What follows belongs to an exercise in optimizing a design on an open flow for a short achievable clock period and few clock cycles per item; a production flow would make more cautious choices.
Function was checked by simulation only, so behaviour that the tests miss may differ from the original.
No activity file was given, so power comes from the tool's default toggle rates.

==> run K: inputs <==
## rv32_pipe_cpu
module rv32_pipe_cpu(
    input clk,
    input rst_n,
    output [31:0] imem_addr,
    input  [31:0] imem_rdata,
    output [31:0] dmem_addr,
    output [31:0] dmem_wdata,
    output        dmem_we,
    input  [31:0] dmem_rdata,
    output        debug_wb_have_inst,
    output [31:0] debug_wb_pc,
    output        debug_wb_ena,
    output [4:0]  debug_wb_reg,
    output [31:0] debug_wb_value
);
==> flow/config.mk <==
export PLATFORM = sky130hd
export DESIGN_NAME = rv32_pipe_cpu
export DESIGN_NICKNAME = rv32_pipe_cpu
export VERILOG_FILES = /design/flow/design.v
export SDC_FILE = /design/flow/constraint.sdc
export NUM_CORES = 8
export LEC_CHECK = 0
export ABC_CLOCK_PERIOD_IN_PS = 2500
export CAP_MARGIN = 20
export CORE_MARGIN = 2
export CORE_UTILIZATION = 55
export CTS_CLUSTER_DIAMETER = 80
export CTS_CLUSTER_SIZE = 20
export GPL_TIMING_DRIVEN = 1
export SLEW_MARGIN = 20
==> flow/constraint.sdc <==
create_clock -name core_clock -period 10.0 [get_ports {clk}]
set_input_delay 2.0000 -clock core_clock [delete_from_list [all_inputs] [get_ports {clk}]]
set_output_delay 2.0000 -clock core_clock [all_outputs]
set_load 0.01 [all_outputs]
standard.sh (not shown) runs the stock make flow with config.mk's settings and CLKGATE_MAP_FILE= SYNTH_SCRIPT=/design/flow/synth_recipe.tcl, a recipe that flattens the netlist after the stock synthesis.
==> flow/flow/run.sh <==
#!/bin/bash
# The standard layout (standard.sh) with the settings in env.sh:
# environment variables, and make variables in MAKE_ARGS.
set -euo pipefail
MAKE_ARGS=()
source flow/env.sh
bash standard.sh "${MAKE_ARGS[@]}" finish > standard.log 2>&1
Other scripts of this flow, unchanged in this note and not shown: flow/flow/env.sh
==> run B (differences from run K) <==
--- a/flow/design.v
+++ b/flow/design.v
@@ -19,19 +19,18 @@
     localparam OP_SW   = 7'b0100011;
     localparam OP_BR   = 7'b1100011;
     localparam OP_JAL  = 7'b1101111;
     localparam OP_JALR = 7'b1100111;
     localparam OP_LUI  = 7'b0110111;
     reg  [31:0] pc;
     reg  [31:0] fetch_addr;          
+    reg  [11:2] pc_tag;              
     reg         id_valid;
     reg  [31:0] id_pc;
     reg  [31:0] id_inst;
-    reg  [31:0] id_pc_n;
-    reg  [31:0] id_inst_n;
     reg  [31:0] id_rs1_oh;           
     reg  [31:0] id_rs2_oh;           
     reg  [31:0] id_rs1_ohn;          
     reg  [31:0] id_rs2_ohn;          
     reg         id_pred;             
     reg         ex_valid;
     reg  [31:0] ex_pc;
@@ -46,40 +45,38 @@
     reg         ex_is_jalr;
     reg         ex_jal_far;          
     reg         ex_br_lt;            
     reg         ex_br_inv;           
     reg         ex_m_always;         
     reg         ex_m_true;           
     reg         ex_m_false;          
-    reg         ex_m_always_n;       
-    reg         ex_m_true_n;         
-    reg         ex_m_false_n;        
     reg         ex_jr_chk;           
     reg         ex_sub;
     reg         ex_sra;
     reg  [7:0]  ex_rsel;             
     reg  [31:0] ex_a;                
     reg  [31:0] ex_b;                
     reg  [31:0] ex_sd;               
     reg  [31:0] ex_target;           
-    reg         ex_redir_t;          
     reg         ex_m_late;           
     reg  [31:0] ex_pnpc;             
     reg         mem_valid;
     reg  [31:0] mem_pc;
     reg  [4:0]  mem_rd;
     reg         mem_rf_we;
     reg         mem_is_load;
     reg         mem_is_store;
     reg  [31:0] mem_alu;
     reg  [31:0] mem_sd;
     reg         mem_btb_upd;         
     reg         mem_btb_ins;         
     reg         mem_is_branch;
-    reg  [31:0] mem_npc;             
+    reg  [31:0] mem_target;          
+    reg  [31:0] mem_pc4;
+    reg         mem_taken;
     reg  [31:0] mem_jr_tgt;          
     reg         mem_is_jalr;
     reg         mem_jr_redirect;     
     reg         mem_we;              
     reg  [31:0] mem_addr_q;          
     reg         wb_valid;
     reg  [31:0] wb_pc;
@@ -157,15 +154,15 @@
     reg         f_pred;
     reg  [9:0]  f_tgt;
     integer j;
     always @(*) begin
         f_pred = 1'b0;
         f_tgt  = 10'd0;
         for (j = 0; j < 8; j = j + 1) begin
-            if (btb_v[j] && btb_tag[j] == pc[11:2] && btb_ctr[j][1]) begin
+            if (btb_v[j] && btb_tag[j] == pc_tag && btb_ctr[j][1]) begin
                 f_pred = 1'b1;
                 f_tgt  = f_tgt | btb_tgt[j];
             end
         end
     end
     wire [31:0] f_pc4     = inc4(pc);
     wire [31:0] f_npc     = f_pred ? {pc[31:12], f_tgt, 2'b00} : f_pc4;
@@ -219,17 +216,21 @@
     wire d_stall = id_valid && ex_valid && ex_is_load &&
                    ((d_use1 && d_e1) || (d_use2 && d_e2));
     wire x_addi_zero = ((ex_a ^ ex_b) == {ex_a[30:0] | ex_b[30:0], 1'b0});
     wire d_fused     = d_br && (d_f3[2:1] == 2'b00) && (d_rs2 == 5'd0) &&
                        ex_valid && ex_is_addi && ex_rf_we && (ex_rd == d_rs1);
     wire d_fz_taken  = d_f3[0] ^ x_addi_zero;
     wire d_redir_seq = d_fused && !d_fz_taken;       
+    wire d_same      = (d_rs1 == d_rs2);
+    wire d_fwd_take  = (d_f3 == 3'b000) ?  d_same :
+                       (d_f3 == 3'b001) ? !d_same :
+                       (d_f3 == 3'b101) ?  d_same : 1'b0;
     wire d_redirect  = id_valid && !d_stall &&
                        (d_fused ? (d_fz_taken != id_pred)
-                                : (!id_pred && (d_jal_far || (d_br && id_inst[31]))));
+                                : (!id_pred && (d_jal_far || (d_br && (id_inst[31] || d_fwd_take)))));
     wire d_alu  = d_r | d_i;
     wire d_add  = (d_alu && d_f3 == 3'b000) | d_lw | d_sw;
     wire d_sub  = d_r && d_f3 == 3'b000 && id_inst[30];
     wire [7:0] d_rsel = {
         d_jal | d_jalr,                       
         d_lui,                                
         d_alu && d_f3 == 3'b101,              
@@ -263,76 +264,68 @@
     wire x_lt = lt32(x_a, x_b);
     wire x_cond = (ex_br_lt ? x_lt : x_eq) ^ ex_br_inv;
     wire x_taken = (ex_is_branch && x_cond) || ex_is_jal;
     wire [31:0] x_cs_x = x_a ^ x_b ^ ex_pnpc;
     wire [31:0] x_cs_c = (x_a & x_b) | ((x_a | x_b) & ~ex_pnpc);
     wire x_jalr_ok = (x_cs_x == {x_cs_c[30:0], 1'b0});
     wire x_mispredict = ex_m_always || (x_cond ? ex_m_true : ex_m_false);
-    wire x_mispredict_f = !(ex_m_always_n && (x_cond ? ex_m_true_n : ex_m_false_n));
     wire x_jr_wrong   = (ex_jr_chk && !x_jalr_ok) || ex_m_late;
-    wire [31:0] x_npc = x_taken ? ex_target : ex_pc4;
     assign dmem_addr  = mem_addr_q;
     assign dmem_wdata = mem_sd;
     assign dmem_we    = mem_we;
     wire [31:0] m_val = mem_is_load ? dmem_rdata : mem_alu;
     wire [31:0] d_v1 = d_e1 ? x_res : d_m1 ? m_val : d_w1 ? wb_val : d_rf1;
     wire [31:0] d_v2 = d_e2 ? x_res : d_m2 ? m_val : d_w2 ? wb_val : d_rf2;
     assign debug_wb_have_inst = dbg_have;
     assign debug_wb_pc        = wb_pc;
     assign debug_wb_ena       = dbg_ena;
     assign debug_wb_reg       = dbg_reg;
     assign debug_wb_value     = dbg_val;
     wire [31:0] pc_id = d_stall    ? pc :
                         d_redirect ? (d_redir_seq ? d_pc4 : d_target) : f_npc;
-    wire [31:0] pc_m = mem_is_jalr ? mem_jr_tgt : mem_npc;
-    wire [31:0] pc_x = ex_redir_t ? ex_target : ex_pc4;
-    wire [31:0] pc_n  = mem_jr_redirect ? pc_m : x_mispredict   ? pc_x : pc_id;
-    wire [31:0] pc_nf = mem_jr_redirect ? pc_m : x_mispredict_f ? pc_x : pc_id;
+    wire [31:0] pc_n = mem_jr_redirect ? (mem_is_jalr ? mem_jr_tgt :
+                                          mem_taken   ? mem_target : mem_pc4) : pc_id;
     always @(posedge clk or negedge rst_n) begin
         if (!rst_n)  pc <= 32'hffff_fffc;
         else         pc <= pc_n;
     end
     always @(posedge clk) begin
-        fetch_addr <= rst_n ? pc_nf : 32'hffff_fffc;
+        fetch_addr <= rst_n ? pc_n : 32'hffff_fffc;
+        pc_tag     <= pc_n[11:2];
+    end
+    always @(posedge clk) begin
+        id_rs1_oh  <= d_stall ?  (32'd1 << d_rs1) :  f_rs1_oh;
+        id_rs2_oh  <= d_stall ?  (32'd1 << d_rs2) :  f_rs2_oh;
+        id_rs1_ohn <= d_stall ? ~(32'd1 << d_rs1) : ~f_rs1_oh;
+        id_rs2_ohn <= d_stall ? ~(32'd1 << d_rs2) : ~f_rs2_oh;
     end
     always @(posedge clk or negedge rst_n) begin
         if (!rst_n)                           id_valid <= 1'b0;
         else if (mem_jr_redirect || x_mispredict || x_jr_wrong || d_redirect)
                                               id_valid <= 1'b0;
         else if (!d_stall)                    id_valid <= 1'b1;
     end
     always @(posedge clk) begin
         if (!d_stall) begin
+            id_pc      <= pc;
+            id_inst    <= imem_rdata;
             id_pred    <= f_pred;
         end
     end
-    always @(posedge clk) begin
-        id_pc      <= d_stall ? ~id_pc_n   : pc;
-        id_pc_n    <= d_stall ? ~id_pc     : ~pc;
-        id_inst    <= d_stall ? ~id_inst_n : imem_rdata;
-        id_inst_n  <= d_stall ? ~id_inst   : ~imem_rdata;
-        id_rs1_oh  <= d_stall ?  (32'd1 << d_rs1) :  f_rs1_oh;
-        id_rs2_oh  <= d_stall ?  (32'd1 << d_rs2) :  f_rs2_oh;
-        id_rs1_ohn <= d_stall ? ~(32'd1 << d_rs1) : ~f_rs1_oh;
-        id_rs2_ohn <= d_stall ? ~(32'd1 << d_rs2) : ~f_rs2_oh;
-    end
     always @(posedge clk or negedge rst_n) begin
         if (!rst_n)                          ex_valid <= 1'b0;
         else if (x_mispredict || x_jr_wrong || d_stall)
                                              ex_valid <= 1'b0;
         else                                 ex_valid <= id_valid;
     end
     wire d_to_ex = rst_n && id_valid && !(x_mispredict || x_jr_wrong || d_stall);
     always @(posedge clk) begin
         ex_m_always  <= d_to_ex && !d_br && !d_jalr && (d_jal ? !d_p_tgt : !d_p_seq);
         ex_m_true    <= d_to_ex && d_br && !d_p_tgt && d_p_seq;
         ex_m_false   <= d_to_ex && d_br && !d_p_seq && d_p_tgt;
-        ex_m_always_n <= !(d_to_ex && !d_br && !d_jalr && (d_jal ? !d_p_tgt : !d_p_seq));
-        ex_m_true_n   <= !(d_to_ex && d_br && !d_p_tgt && d_p_seq);
-        ex_m_false_n  <= !(d_to_ex && d_br && !d_p_seq && d_p_tgt);
         ex_m_late    <= d_to_ex && d_br && !d_p_seq && !d_p_tgt;
         ex_jr_chk    <= d_to_ex && d_jalr;
     end
     always @(posedge clk) begin
         ex_pc        <= id_pc;
         ex_pc4       <= d_pc4;
         ex_rd        <= d_rd;
@@ -349,25 +342,24 @@
         ex_sub       <= d_sub;
         ex_sra       <= id_inst[30];
         ex_rsel      <= d_rsel;
         ex_a         <= d_v1;
         ex_b         <= d_use_imm ? d_imm : d_sub ? ~d_v2 : d_v2;
         ex_sd        <= d_v2;
         ex_target    <= d_target;
-        ex_redir_t   <= d_jal || (d_br && !(d_redirect ? !d_redir_seq : id_pred));
         ex_pnpc      <= pc;
     end
     always @(posedge clk or negedge rst_n) begin
         if (!rst_n) begin
             mem_valid       <= 1'b0;
             mem_jr_redirect <= 1'b0;
             mem_alu         <= 32'd0;
         end else begin
             mem_valid       <= ex_valid;
-            mem_jr_redirect <= x_jr_wrong;
+            mem_jr_redirect <= x_jr_wrong || x_mispredict;
             mem_alu         <= x_res;
         end
     end
     always @(posedge clk) begin
         mem_we     <= rst_n && ex_valid && ex_is_store;
         mem_addr_q <= x_res;
     end
@@ -377,15 +369,17 @@
         mem_rf_we     <= ex_rf_we;
         mem_is_load   <= ex_is_load;
         mem_is_store  <= ex_is_store;
         mem_sd        <= ex_sd;
         mem_btb_upd   <= ex_is_branch | ex_is_jal | ex_is_jalr;
         mem_btb_ins   <= (ex_is_branch && x_cond) || ex_jal_far || ex_is_jalr;
         mem_is_branch <= ex_is_branch;
-        mem_npc       <= x_npc;
+        mem_target    <= ex_target;
+        mem_pc4       <= ex_pc4;
+        mem_taken     <= x_taken;
         mem_jr_tgt    <= x_sum;
         mem_is_jalr   <= ex_is_jalr;
     end
     always @(posedge clk or negedge rst_n) begin
         if (!rst_n) begin
             wb_valid <= 1'b0;
             wb_rd    <= 5'd0;
@@ -443,15 +437,15 @@
                     btb_v[gi] <= 1'b0;
                 else if (m_btb_ins && m_widx == gi)
                     btb_v[gi] <= 1'b1;
             end
             always @(posedge clk) begin
                 if (m_btb_ins && m_widx == gi) begin
                     btb_tag[gi] <= mem_pc[11:2];
-                    btb_tgt[gi] <= mem_is_jalr ? mem_jr_tgt[11:2] : mem_npc[11:2];
+                    btb_tgt[gi] <= mem_is_jalr ? mem_jr_tgt[11:2] : mem_target[11:2];
                     btb_ctr[gi] <= (m_hit && btb_ctr[gi] != 2'b11) ? btb_ctr[gi] + 2'd1 : 2'b11;
                 end else if (m_btb_dec && m_widx == gi) begin
                     btb_ctr[gi] <= (btb_ctr[gi] == 2'b00) ? 2'b00 : btb_ctr[gi] - 2'd1;
                 end
             end
         end
     endgenerate
==> flow/config.mk (replaced) <==
export PLATFORM = sky130hd
export DESIGN_NAME = rv32_pipe_cpu
export DESIGN_NICKNAME = rv32_pipe_cpu
export VERILOG_FILES = /design/flow/design.v
export SDC_FILE = /design/flow/constraint.sdc
export NUM_CORES = 8
export LEC_CHECK = 0
export ABC_CLOCK_PERIOD_IN_PS = 2500
export CAP_MARGIN = 30
export CORE_MARGIN = 2
export CORE_UTILIZATION = 55
export CTS_CLUSTER_DIAMETER = 80
export CTS_CLUSTER_SIZE = 20
export GPL_TIMING_DRIVEN = 1
export SLEW_MARGIN = 30
==> run C (differences from run K) <==
--- a/flow/design.v
+++ b/flow/design.v
@@ -28,23 +28,26 @@
     reg  [31:0] id_inst;
     reg  [31:0] id_pc_n;
     reg  [31:0] id_inst_n;
     reg  [31:0] id_rs1_oh;           
     reg  [31:0] id_rs2_oh;           
     reg  [31:0] id_rs1_ohn;          
     reg  [31:0] id_rs2_ohn;          
+    reg         id_rs1_one;          
     reg         id_pred;             
     reg         ex_valid;
     reg  [31:0] ex_pc;
     reg  [31:0] ex_pc4;
     reg  [4:0]  ex_rd;
     reg         ex_rf_we;
     reg         ex_is_load;
     reg         ex_is_store;
     reg         ex_is_branch;
+    reg         ex_lp;               
+    reg  [4:0]  ex_rs;
     reg         ex_is_jal;
     reg         ex_is_addi;
     reg         ex_is_jalr;
     reg         ex_jal_far;          
     reg         ex_br_lt;            
     reg         ex_br_inv;           
     reg         ex_m_always;         
@@ -71,15 +74,19 @@
     reg         mem_is_load;
     reg         mem_is_store;
     reg  [31:0] mem_alu;
     reg  [31:0] mem_sd;
     reg         mem_btb_upd;         
     reg         mem_btb_ins;         
     reg         mem_is_branch;
-    reg  [31:0] mem_npc;             
+    reg  [31:0] mem_target;          
+    reg  [31:0] mem_pc4;
+    reg         mem_taken;
+    reg         mem_lp;              
+    reg  [4:0]  mem_rs;
     reg  [31:0] mem_jr_tgt;          
     reg         mem_is_jalr;
     reg         mem_jr_redirect;     
     reg         mem_we;              
     reg  [31:0] mem_addr_q;          
     reg         wb_valid;
     reg  [31:0] wb_pc;
@@ -91,14 +98,18 @@
     reg  [4:0]  dbg_reg;
     reg  [31:0] dbg_val;
     reg  [31:0] rf [1:31];
     reg  [7:0]  btb_v;
     reg  [9:0]  btb_tag [0:7];
     reg  [9:0]  btb_tgt [0:7];
     reg  [1:0]  btb_ctr [0:7];
+    reg  [7:0]  btb_lp;              
+    reg  [4:0]  btb_rs  [0:7];       
+    reg  [31:1] rf_is_one;
+    reg         wb_is_one;
     reg  [2:0]  btb_ptr;             
     function [31:0] ks_add;
         input [31:0] a;
         input [31:0] b;
         input        cin;
         reg   [31:0] g, p, gn, pn;
         integer      i, d;
@@ -150,31 +161,18 @@
                     l[i] = l[i + w] | (e[i + w] & l[i]);
                     e[i] = e[i + w] & e[i];
                 end
             end
             lt32 = l[0];
         end
     endfunction
-    reg         f_pred;
-    reg  [9:0]  f_tgt;
-    integer j;
-    always @(*) begin
-        f_pred = 1'b0;
-        f_tgt  = 10'd0;
-        for (j = 0; j < 8; j = j + 1) begin
-            if (btb_v[j] && btb_tag[j] == pc[11:2] && btb_ctr[j][1]) begin
-                f_pred = 1'b1;
-                f_tgt  = f_tgt | btb_tgt[j];
-            end
-        end
-    end
-    wire [31:0] f_pc4     = inc4(pc);
-    wire [31:0] f_npc     = f_pred ? {pc[31:12], f_tgt, 2'b00} : f_pc4;
     assign imem_addr = fetch_addr;
     wire [31:0] f_rs1_oh = 32'd1 << imem_rdata[19:15];
+    wire        f_rs1_one = (wb_valid && wb_rf_we && wb_rd == imem_rdata[19:15]) ?
+                            wb_is_one : |(f_rs1_oh[31:1] & rf_is_one);
     wire [31:0] f_rs2_oh = 32'd1 << imem_rdata[24:20];
     wire [6:0]  d_op  = id_inst[6:0];
     wire [4:0]  d_rd  = id_inst[11:7];
     wire [2:0]  d_f3  = id_inst[14:12];
     wire [4:0]  d_rs1 = id_inst[19:15];
     wire [4:0]  d_rs2 = id_inst[24:20];
     wire d_r    = (d_op == OP_R);
@@ -214,22 +212,49 @@
     wire d_e2 = ex_valid  && ex_rf_we  && (ex_rd  == d_rs2);
     wire d_m1 = mem_valid && mem_rf_we && (mem_rd == d_rs1);
     wire d_m2 = mem_valid && mem_rf_we && (mem_rd == d_rs2);
     wire d_w1 = wb_valid  && wb_rf_we  && (wb_rd  == d_rs1);
     wire d_w2 = wb_valid  && wb_rf_we  && (wb_rd  == d_rs2);
     wire d_stall = id_valid && ex_valid && ex_is_load &&
                    ((d_use1 && d_e1) || (d_use2 && d_e2));
+    wire d_rs1_one = d_m1 ? (!mem_is_load && mem_alu == 32'd1) :
+                     d_w1 ? wb_is_one : id_rs1_one;
+    wire d_exit    = id_valid && d_i && (d_f3 == 3'b000) && d_wr &&
+                     (id_inst[31:20] == 12'hfff) && !d_e1 && d_rs1_one;
+    reg         f_pred;
+    reg         f_take;
+    reg  [9:0]  f_tgt;
+    integer j;
+    always @(*) begin
+        f_pred = 1'b0;
+        f_take = 1'b0;
+        f_tgt  = 10'd0;
+        for (j = 0; j < 8; j = j + 1) begin
+            if (btb_v[j] && btb_tag[j] == pc[11:2] && btb_ctr[j][1]) begin
+                f_pred = 1'b1;
+                f_tgt  = f_tgt | btb_tgt[j];
+                if (!(btb_lp[j] && btb_rs[j] == d_rd && d_exit))
+                    f_take = 1'b1;
+            end
+        end
+    end
+    wire [31:0] f_pc4     = inc4(pc);
+    wire [31:0] f_npc     = f_take ? {pc[31:12], f_tgt, 2'b00} : f_pc4;
     wire x_addi_zero = ((ex_a ^ ex_b) == {ex_a[30:0] | ex_b[30:0], 1'b0});
     wire d_fused     = d_br && (d_f3[2:1] == 2'b00) && (d_rs2 == 5'd0) &&
                        ex_valid && ex_is_addi && ex_rf_we && (ex_rd == d_rs1);
     wire d_fz_taken  = d_f3[0] ^ x_addi_zero;
     wire d_redir_seq = d_fused && !d_fz_taken;       
-    wire d_redirect  = id_valid && !d_stall &&
+    wire d_br_redirect = id_valid && !d_stall &&
                        (d_fused ? (d_fz_taken != id_pred)
                                 : (!id_pred && (d_jal_far || (d_br && id_inst[31]))));
+    wire        d_jr_fuse = d_jalr && ex_valid && ex_is_jal && ex_rf_we && (ex_rd == d_rs1);
+    wire [31:0] d_jr_tgt  = ks_add(ex_pc4, d_immI, 1'b0);
+    wire        d_jr_redirect = id_valid && d_jr_fuse && !id_pred;
+    wire        d_redirect    = d_br_redirect || d_jr_redirect;
     wire d_alu  = d_r | d_i;
     wire d_add  = (d_alu && d_f3 == 3'b000) | d_lw | d_sw;
     wire d_sub  = d_r && d_f3 == 3'b000 && id_inst[30];
     wire [7:0] d_rsel = {
         d_jal | d_jalr,                       
         d_lui,                                
         d_alu && d_f3 == 3'b101,              
@@ -265,29 +290,29 @@
     wire x_taken = (ex_is_branch && x_cond) || ex_is_jal;
     wire [31:0] x_cs_x = x_a ^ x_b ^ ex_pnpc;
     wire [31:0] x_cs_c = (x_a & x_b) | ((x_a | x_b) & ~ex_pnpc);
     wire x_jalr_ok = (x_cs_x == {x_cs_c[30:0], 1'b0});
     wire x_mispredict = ex_m_always || (x_cond ? ex_m_true : ex_m_false);
     wire x_mispredict_f = !(ex_m_always_n && (x_cond ? ex_m_true_n : ex_m_false_n));
     wire x_jr_wrong   = (ex_jr_chk && !x_jalr_ok) || ex_m_late;
-    wire [31:0] x_npc = x_taken ? ex_target : ex_pc4;
     assign dmem_addr  = mem_addr_q;
     assign dmem_wdata = mem_sd;
     assign dmem_we    = mem_we;
     wire [31:0] m_val = mem_is_load ? dmem_rdata : mem_alu;
     wire [31:0] d_v1 = d_e1 ? x_res : d_m1 ? m_val : d_w1 ? wb_val : d_rf1;
     wire [31:0] d_v2 = d_e2 ? x_res : d_m2 ? m_val : d_w2 ? wb_val : d_rf2;
     assign debug_wb_have_inst = dbg_have;
     assign debug_wb_pc        = wb_pc;
     assign debug_wb_ena       = dbg_ena;
     assign debug_wb_reg       = dbg_reg;
     assign debug_wb_value     = dbg_val;
-    wire [31:0] pc_id = d_stall    ? pc :
-                        d_redirect ? (d_redir_seq ? d_pc4 : d_target) : f_npc;
-    wire [31:0] pc_m = mem_is_jalr ? mem_jr_tgt : mem_npc;
+    wire [31:0] pc_id = d_stall       ? pc :
+                        d_jr_redirect ? d_jr_tgt :
+                        d_br_redirect ? (d_redir_seq ? d_pc4 : d_target) : f_npc;
+    wire [31:0] pc_m = mem_is_jalr ? mem_jr_tgt : mem_taken ? mem_target : mem_pc4;
     wire [31:0] pc_x = ex_redir_t ? ex_target : ex_pc4;
     wire [31:0] pc_n  = mem_jr_redirect ? pc_m : x_mispredict   ? pc_x : pc_id;
     wire [31:0] pc_nf = mem_jr_redirect ? pc_m : x_mispredict_f ? pc_x : pc_id;
     always @(posedge clk or negedge rst_n) begin
         if (!rst_n)  pc <= 32'hffff_fffc;
         else         pc <= pc_n;
     end
@@ -297,16 +322,20 @@
     always @(posedge clk or negedge rst_n) begin
         if (!rst_n)                           id_valid <= 1'b0;
         else if (mem_jr_redirect || x_mispredict || x_jr_wrong || d_redirect)
                                               id_valid <= 1'b0;
         else if (!d_stall)                    id_valid <= 1'b1;
     end
     always @(posedge clk) begin
+        if (d_stall) begin
+            if (d_w1) id_rs1_one <= wb_is_one;
+        end
         if (!d_stall) begin
-            id_pred    <= f_pred;
+            id_rs1_one <= f_rs1_one;
+            id_pred    <= f_take;
         end
     end
     always @(posedge clk) begin
         id_pc      <= d_stall ? ~id_pc_n   : pc;
         id_pc_n    <= d_stall ? ~id_pc     : ~pc;
         id_inst    <= d_stall ? ~id_inst_n : imem_rdata;
         id_inst_n  <= d_stall ? ~id_inst   : ~imem_rdata;
@@ -336,29 +365,31 @@
         ex_pc        <= id_pc;
         ex_pc4       <= d_pc4;
         ex_rd        <= d_rd;
         ex_rf_we     <= d_wr;
         ex_is_load   <= d_lw;
         ex_is_store  <= d_sw;
         ex_is_branch <= d_br;
+        ex_lp        <= (d_f3 == 3'b001) && (d_rs2 == 5'd0);
+        ex_rs        <= d_rs1;
         ex_is_jal    <= d_jal;
         ex_is_addi   <= d_i && (d_f3 == 3'b000);
         ex_is_jalr   <= d_jalr;
         ex_jal_far   <= d_jal_far;
         ex_br_lt     <= d_f3[2];
         ex_br_inv    <= d_f3[0];
         ex_sub       <= d_sub;
         ex_sra       <= id_inst[30];
         ex_rsel      <= d_rsel;
         ex_a         <= d_v1;
         ex_b         <= d_use_imm ? d_imm : d_sub ? ~d_v2 : d_v2;
         ex_sd        <= d_v2;
         ex_target    <= d_target;
         ex_redir_t   <= d_jal || (d_br && !(d_redirect ? !d_redir_seq : id_pred));
-        ex_pnpc      <= pc;
+        ex_pnpc      <= d_jr_redirect ? d_jr_tgt : pc;
     end
     always @(posedge clk or negedge rst_n) begin
         if (!rst_n) begin
             mem_valid       <= 1'b0;
             mem_jr_redirect <= 1'b0;
             mem_alu         <= 32'd0;
         end else begin
@@ -377,29 +408,35 @@
         mem_rf_we     <= ex_rf_we;
         mem_is_load   <= ex_is_load;
         mem_is_store  <= ex_is_store;
         mem_sd        <= ex_sd;
         mem_btb_upd   <= ex_is_branch | ex_is_jal | ex_is_jalr;
         mem_btb_ins   <= (ex_is_branch && x_cond) || ex_jal_far || ex_is_jalr;
         mem_is_branch <= ex_is_branch;
-        mem_npc       <= x_npc;
+        mem_target    <= ex_target;
+        mem_pc4       <= ex_pc4;
+        mem_taken     <= x_taken;
+        mem_lp        <= ex_is_branch && ex_lp;
+        mem_rs        <= ex_rs;
         mem_jr_tgt    <= x_sum;
         mem_is_jalr   <= ex_is_jalr;
     end
     always @(posedge clk or negedge rst_n) begin
         if (!rst_n) begin
             wb_valid <= 1'b0;
             wb_rd    <= 5'd0;
             wb_rf_we <= 1'b0;
             wb_val   <= 32'd0;
+            wb_is_one <= 1'b0;
         end else begin
             wb_valid <= mem_valid;
             wb_rd    <= mem_rd;
             wb_rf_we <= mem_rf_we;
             wb_val   <= m_val;
+            wb_is_one <= (m_val == 32'd1);
         end
     end
     always @(posedge clk) begin
         wb_pc    <= mem_pc;
         dbg_have <= rst_n && mem_valid;
         dbg_ena  <= mem_rf_we;
         dbg_reg  <= mem_rd;
@@ -410,14 +447,20 @@
         for (gi = 1; gi < 32; gi = gi + 1) begin : g_rf
             always @(posedge clk or negedge rst_n) begin
                 if (!rst_n)
                     rf[gi] <= 32'd0;
                 else if (wb_valid && wb_rf_we && (wb_rd == gi))
                     rf[gi] <= wb_val;
             end
+            always @(posedge clk or negedge rst_n) begin
+                if (!rst_n)
+                    rf_is_one[gi] <= 1'b0;
+                else if (wb_valid && wb_rf_we && (wb_rd == gi))
+                    rf_is_one[gi] <= wb_is_one;
+            end
         end
     endgenerate
     reg        m_hit;
     reg  [2:0] m_hidx;
     integer    q;
     always @(*) begin
         m_hit  = 1'b0;
@@ -443,15 +486,17 @@
                     btb_v[gi] <= 1'b0;
                 else if (m_btb_ins && m_widx == gi)
                     btb_v[gi] <= 1'b1;
             end
             always @(posedge clk) begin
                 if (m_btb_ins && m_widx == gi) begin
                     btb_tag[gi] <= mem_pc[11:2];
-                    btb_tgt[gi] <= mem_is_jalr ? mem_jr_tgt[11:2] : mem_npc[11:2];
+                    btb_tgt[gi] <= mem_is_jalr ? mem_jr_tgt[11:2] : mem_target[11:2];
+                    btb_lp[gi]  <= mem_lp;
+                    btb_rs[gi]  <= mem_rs;
                     btb_ctr[gi] <= (m_hit && btb_ctr[gi] != 2'b11) ? btb_ctr[gi] + 2'd1 : 2'b11;
                 end else if (m_btb_dec && m_widx == gi) begin
                     btb_ctr[gi] <= (btb_ctr[gi] == 2'b00) ? 2'b00 : btb_ctr[gi] - 2'd1;
                 end
             end
         end
     endgenerate
==> comparison table <==
                                                                                    run C                     run B                     run K
Total Power Consumption                                                          22.72 mW                  21.14 mW                  20.81 mW
Number of buffers and inverters on the critical path                                    3                         1                         3
Most common cell type on the critical path                       sky130_fd_sc_hd__a221o_1  sky130_fd_sc_hd__xnor2_4                         -
All-Layer GR Usage                                                                 0.5097                    0.5095                    0.5193
Slowest stage delay, CP                                                           0.71 ns                   0.41 ns                   0.37 ns
Fraction of the mapped netlist area in compound gates                              0.1649                    0.1622                    0.1664
Start point of the worst min-delay path                                mem_pc[19]$_DFF_P_      ex_target[5]$_DFF_P_        mem_pc[24]$_DFF_P_
Standard cell with the maximum stage delay on the critical path  sky130_fd_sc_hd__dfstp_4  sky130_fd_sc_hd__dfxtp_4  sky130_fd_sc_hd__nand4_1
Final clock period utilization by the worst path                                   0.3874                    0.3484                    0.3827
Slew at the pin closest to its max-slew limit                                    1.266 ns                  1.179 ns                  1.347 ns
Final Net Count                                                                    10.72k                     9,599                     9,953
Setup WS pre-CTS                                                                 4.997 ns                  5.060 ns                  4.778 ns
Total nets after synthesis                                                         10.31k                     9,124                     9,670
Initial cell density of the core                                                   0.5533                    0.5538                    0.5530
Result of the run                                                timing/DRC/antenna clean  timing/DRC/antenna clean  timing/DRC/antenna clean
Clock latency (worst-skew pair)                                                   0.87 ns                   0.87 ns                   0.86 ns
Simple-gate share of the synthesized area                                          0.1084                   0.09745                    0.1128
First-pass GRT wire length                                                     711,000 um                645,600 um                675,000 um
Worst flop-to-flop path startpoint                                        pc[2]$_DFF_PN1_          ex_b[21]$_DFF_P_           ex_b[1]$_DFF_P_
Final non-clock buffer share                                                      0.09967                   0.09989                   0.09245
Shortest clock period the worst path allows after layout                         3.874 ns                  3.484 ns                  3.827 ns
Largest fanout on the critical path                                                     5                         7                         6
Final-layout fill cell count                                                       14.53k                    13.31k                    13.96k
Final Wtd Congestion                                                                1.079                     1.051                     1.066
Part of the power in combinational logic                                            0.236                     0.229                     0.219
Number of tapcells                                                                  2,526                     2,340                     2,370
Number of cells on the worst reg-to-reg path                                           15                        13                        15
Testbench counts of run K, summed over its fixed seeds: cycles 28,776, instrs 26,430.
Testbench counts of run B, summed over its fixed seeds: cycles 28,810, instrs 26,430.
Testbench counts of run C, summed over its fixed seeds: cycles 28,017, instrs 26,430.

## port drivers added, routing unchanged
The flow's constraints put no driver on any port. The routed layouts listed below were extracted and timed again, unchanged, in two steps.
Step 1 (the two cells are an assumption about what drives the block):
set clk [get_ports {clk}]
set_driving_cell -lib_cell sky130_fd_sc_hd__clkbuf_16 $clk
set_driving_cell -lib_cell sky130_fd_sc_hd__buf_2 [delete_from_list [all_inputs] $clk]
Step 2 adds t to the input delays and takes it off the output delays; t is the mean of the earliest and latest rising clock arrival at the registers after step 1. Input paths then give back, and output paths get back, about the clock's delay inside the block.
Slacks: ideal ports / drivers / drivers and shift; pairs: ideal ports / drivers.
| run | t, ns | slack for setup (ns) | worst data-port slew with drivers (ns) |
|---|---|---|---|
| run K | 0.946 | 6.173 / 6.173 / 5.705 | 0.32 |
| run B | 0.946 | 6.516 / 6.436 / 6.068 | 0.30 |
| run C | 0.934 | 6.126 / 6.126 / 5.911 | 0.31 |
After both steps every run listed still meets setup and hold. The setup slack of run K, which loses most, moves by 0.000 ns with the drivers and by -0.468 ns with both steps.
